This design comes from an exercise in tuning for small area on the open sky130 flow, not from production work.
The RTL was checked by simulation tests, not by an equivalence proof against the original design.
No driver is modelled on the clock port, so clock power and skew are understated where the tree is cut down; a real chip needs a root buffer or a tree.
Power and IR drop assume default switching activity.

==> flow/design.v <==
`timescale 1ns / 1ps
module myDISP(
		input           clk,
		input           rst_n,
		input           key,
		output   [4:0]  vga_r,
		output   [5:0]  vga_g,
		output   [4:0]  vga_b,
		output          vga_vsync,
		output          vga_hsync,
		output  [16:0]  rom_addr,
		input   [3:0]   rom_data
    );
    reg  [1:0]  hp, vp;
    reg  [8:0]  x;
    reg  [12:0] u;
    reg  [3:0]  d;
    wire hp0 = ~hp[1] & ~hp[0];
    wire hp1 = ~hp[1] &  hp[0];
    wire hp2 =  hp[1] &  hp[0];
    wire hp3 =  hp[1] & ~hp[0];
    wire ht  = hp[0];
    wire vp0 = ~vp[1] & ~vp[0];
    wire vp3 =  vp[1] & ~vp[0];
    wire vt  = vp[0];
    wire x216 = x[7] & x[6] & x[4] & x[3];
    wire x399 = x[8] & x[7] & x[3] & x[2] & x[1] & x[0];
    wire x39  = x[5] & x[2] & x[1] & x[0];
    wire hend = (hp0 & x216) | (ht & x399) | (hp3 & x39);
    wire wrap = hp3 & x39;                   
    reg [8:0] xt;
    reg       xc;
    integer   j;
    always @* begin
        xc = 1'b1;
        for (j = 0; j < 9; j = j + 1) begin
            xt[j] = xc;
            xc    = xc & x[j];
        end
    end
    always @(posedge clk or negedge rst_n) begin
        if (!rst_n) begin
            hp <= 2'd0;
            x  <= 9'd0;
        end else if (hend) begin
            hp <= {hp[0], ~hp[1]};
            x  <= 9'd0;
        end else begin
            x  <= x ^ xt;
        end
    end
    wire u26   = u[4] & u[3] & u[1];
    wire u7499 = u[12] & u[11] & u[10] & u[8] & u[6] & u[3] & u[1] & u[0];
    wire vend  = vp0 ? u26 : u7499;
    wire dn = vt & hp1 & x399;
    wire up = wrap | (vt & ht & ~x399 & (x[3:0] == 4'hf));
    reg [12:0] ut;
    reg        c, b;
    integer    i;
    always @* begin
        c = up;
        b = dn;
        for (i = 0; i < 13; i = i + 1) begin
            if (i < 3) begin
                ut[i] = c;
            end else if (i == 3) begin
                ut[i] = c | dn;
                b     = dn & ~u[3];
            end else if (i == 4) begin
                ut[i] = c | (dn & u[3]);
                b     = dn & ~(u[3] & u[4]);
            end else begin
                ut[i] = c | b;
                b     = b & ~u[i];
            end
            c = c & u[i];
        end
    end
    always @(posedge clk or negedge rst_n) begin
        if (!rst_n) begin
            vp <= 2'd0;
            u  <= 13'd0;
        end else if (vp3 & u[0]) begin
            vp <= 2'd0;
            u  <= 13'd0;
        end else if (wrap & ~vp3 & vend) begin
            vp <= {vp[0], ~vp[1]};
            u  <= 13'd0;
        end else begin
            u  <= u ^ ut;
        end
    end
    always @(posedge clk) d <= rom_data;
    wire vis = vt & ht;
    assign rom_addr = vis ? {u, x[3:0]} : 17'd0;
    assign vga_hsync = ~(hp0 & ~x[8] & ~x[7]);
    assign vga_vsync = ~(vp0 & ~u[4] & ~u[3] & ~u[2]);
    reg  zr;
    always @(posedge clk or negedge rst_n) begin
        if (!rst_n)
            zr <= 1'b1;
        else
            zr <= ~rst_n;
    end
    wire z = zr;
    wire kz = key & z;
    wire kv = key & vis;
    wire [3:0] nk2 = ~({4{kz}} | ({4{kv}} & d));
    wire nkz = ~kz;
    wire e     = hp0 & x216;                 
    wire f     = hp1 & x399;                 
    wire lt99  = x < 9'd99;
    wire lt199 = x < 9'd199;
    wire lt299 = x < 9'd299;
    wire nk    = ~key;
    wire h1    = nk & hp1;
    wire h2    = nk & hp2;
    wire ek    = nk & e;
    wire fk    = nk & f;
    wire nra = ~(ek | (h1 & lt299) | (h2 & ~lt199));
    wire nrb = ~(ek | (h1 & lt299) | (h2 & ~lt299));
    wire nga = ~((h1 & ~lt99)  | (h2 & (lt99 | ~lt299)));
    wire ngb = ~((h1 & ~lt199) | (h2 & (lt99 | ~lt299)));
    wire nbb = ~(h2 | fk);
    assign vga_r = ~({nk2, nkz}      & {nra, nrb, nra, nra, nra});
    assign vga_g = ~({nk2, nkz, nkz} & {nga, ngb, ngb, ngb, ngb, ngb});
    assign vga_b = ~({nk2, nkz}      & {nbb, nbb, nbb, nbb, nbb});
endmodule
==> flow/config.mk <==
export PLATFORM = sky130hd
export DESIGN_NAME = myDISP
export DESIGN_NICKNAME = myDISP
export VERILOG_FILES = /design/flow/design.v
export SDC_FILE = /design/flow/constraint.sdc
export NUM_CORES = 4
export LEC_CHECK = 0
export CAP_MARGIN = 20
export CORE_MARGIN = 2
export CORE_UTILIZATION = 40
export SLEW_MARGIN = 20
==> flow/constraint.sdc <==
create_clock -name core_clock -period 10.0 [get_ports {clk}]
set_input_delay 2.0000 -clock core_clock [delete_from_list [all_inputs] [get_ports {clk}]]
set_output_delay 2.0000 -clock core_clock [all_outputs]
set_load 0.01 [all_outputs]
standard.sh (not shown) runs the stock make flow with config.mk's settings and CLKGATE_MAP_FILE= SYNTH_SCRIPT=/design/flow/synth_recipe.tcl, a recipe that flattens the netlist after the stock synthesis.
==> flow/flow/run.sh <==
#!/bin/bash
# The standard layout (standard.sh, unchanged synthesis), except:
#  - the port buffers that buffer_ports inserts are buf_1 cells;
#  - after floorplan, logic cells go back to their smallest drive strength
#    and the logic between registers is re-mapped for area (restructure);
#  - CTS builds its tree with no dummy loads; after CTS every register clock
#    pin is driven by the single clkbuf_16 root buffer (flow/clocktree.tcl),
#    so all registers sit at the same clock level.
set -e
LIB=/OpenROAD-flow-scripts/flow/platforms/sky130hd/lib/sky130_fd_sc_hd__tt_025C_1v80.lib
DONT_USE=$(make -s -C /OpenROAD-flow-scripts/flow DESIGN_CONFIG=$(pwd)/config.mk print-DONT_USE_CELLS 2>/dev/null | sed 's/^DONT_USE_CELLS[:=]* *//')
echo "dont use: $DONT_USE" > libfilter.log
python3 flow/libfilter.py $LIB $(pwd)/rmp.lib $DONT_USE >> libfilter.log 2>&1
export RMP_LIB="$(pwd)/rmp.lib"
export BUFFER_PORTS_ARGS="-buffer_cell sky130_fd_sc_hd__buf_1"
export POST_FLOORPLAN_TCL="$(pwd)/flow/downsize.tcl"
export CTS_ARGS="-sink_clustering_enable -repair_clock_nets -dont_use_dummy_load -buf_list sky130_fd_sc_hd__clkbuf_4 -root_buf sky130_fd_sc_hd__clkbuf_16"
export POST_CTS_TCL="$(pwd)/flow/clocktree.tcl"
bash standard.sh > standard.log 2>&1
Other scripts of this flow, unchanged in this note and not shown: flow/flow/clocktree.tcl, flow/flow/downsize.tcl, flow/flow/libfilter.py
Change:
--- a/flow/design.v
+++ b/flow/design.v
@@ -38,7 +38,7 @@
             xc    = xc & x[j];
         end
     end
-    always @(posedge clk or negedge rst_n) begin
+    always @(posedge clk) begin
         if (!rst_n) begin
             hp <= 2'd0;
             x  <= 9'd0;
@@ -76,7 +76,7 @@
             c = c & u[i];
         end
     end
-    always @(posedge clk or negedge rst_n) begin
+    always @(posedge clk) begin
         if (!rst_n) begin
             vp <= 2'd0;
             u  <= 13'd0;
@@ -91,18 +91,13 @@
         end
     end
     always @(posedge clk) d <= rom_data;
-    wire vis = vt & ht;
+    wire vis = vt & ht & rst_n;
     assign rom_addr = vis ? {u, x[3:0]} : 17'd0;
-    assign vga_hsync = ~(hp0 & ~x[8] & ~x[7]);
-    assign vga_vsync = ~(vp0 & ~u[4] & ~u[3] & ~u[2]);
+    assign vga_hsync = rst_n & ~(hp0 & ~x[8] & ~x[7]);
+    assign vga_vsync = rst_n & ~(vp0 & ~u[4] & ~u[3] & ~u[2]);
     reg  zr;
-    always @(posedge clk or negedge rst_n) begin
-        if (!rst_n)
-            zr <= 1'b1;
-        else
-            zr <= ~rst_n;
-    end
-    wire z = zr;
+    always @(posedge clk) zr <= ~rst_n;
+    wire z = ~rst_n | zr;
     wire kz = key & z;
     wire kv = key & vis;
     wire [3:0] nk2 = ~({4{kz}} | ({4{kv}} & d));
@@ -112,7 +107,7 @@
     wire lt99  = x < 9'd99;
     wire lt199 = x < 9'd199;
     wire lt299 = x < 9'd299;
-    wire nk    = ~key;
+    wire nk    = ~key & rst_n;
     wire h1    = nk & hp1;
     wire h2    = nk & hp2;
     wire ek    = nk & e;
=> Worst setup slack is worse by 450 ps. Critical path depth grows by 1. Core utilization falls by 1.5 points. Die area fell by a few percent. Design area drops by a few percent. Power went up by a few percent. Worst hold slack loses 11 ps. Clock skew hardly moves. First-iteration DRC count goes up by well over a third. Count of clock-buffer cells in the layout stays the same. Via count rises slightly. Global-route usage went down by 0.66 points. Flip-flop and latch count does not change.

afterwards: timing with drivers on the ports:
No port has a modelled driver above. Below, the same layouts with a new extraction and two added sets of constraints. Step 1 sets driving cells, clkbuf_16 on the clock port and buf_2 on the other inputs (assumed; they add their load-dependent delay and slew). Step 2 also shifts input and output timing later by t, the mid clock arrival at the registers, as if the neighbouring blocks saw the same clock. a / b / c = ideal / step 1 / step 2; a / b = the first two.
| run | t (ns) | setup WS [ns] | hold slack, ns | worst slew at a driven data input, ns | pins driven straight from the clock port |
|---|---|---|---|---|---|
| the first run | 0.201 | 4.616 / 4.588 / 4.588 | 0.470 / 0.470 / 0.470 | 0.03 | 1 |
| the second run | 0.203 | 4.166 / 4.139 / 4.139 | 0.459 / 0.459 / 0.459 | 0.03 | 1 |
After both steps setup and hold are still met in every run listed. The setup slack of the first run, which loses most, moves by -0.028 ns with the drivers and by -0.028 ns with both steps.
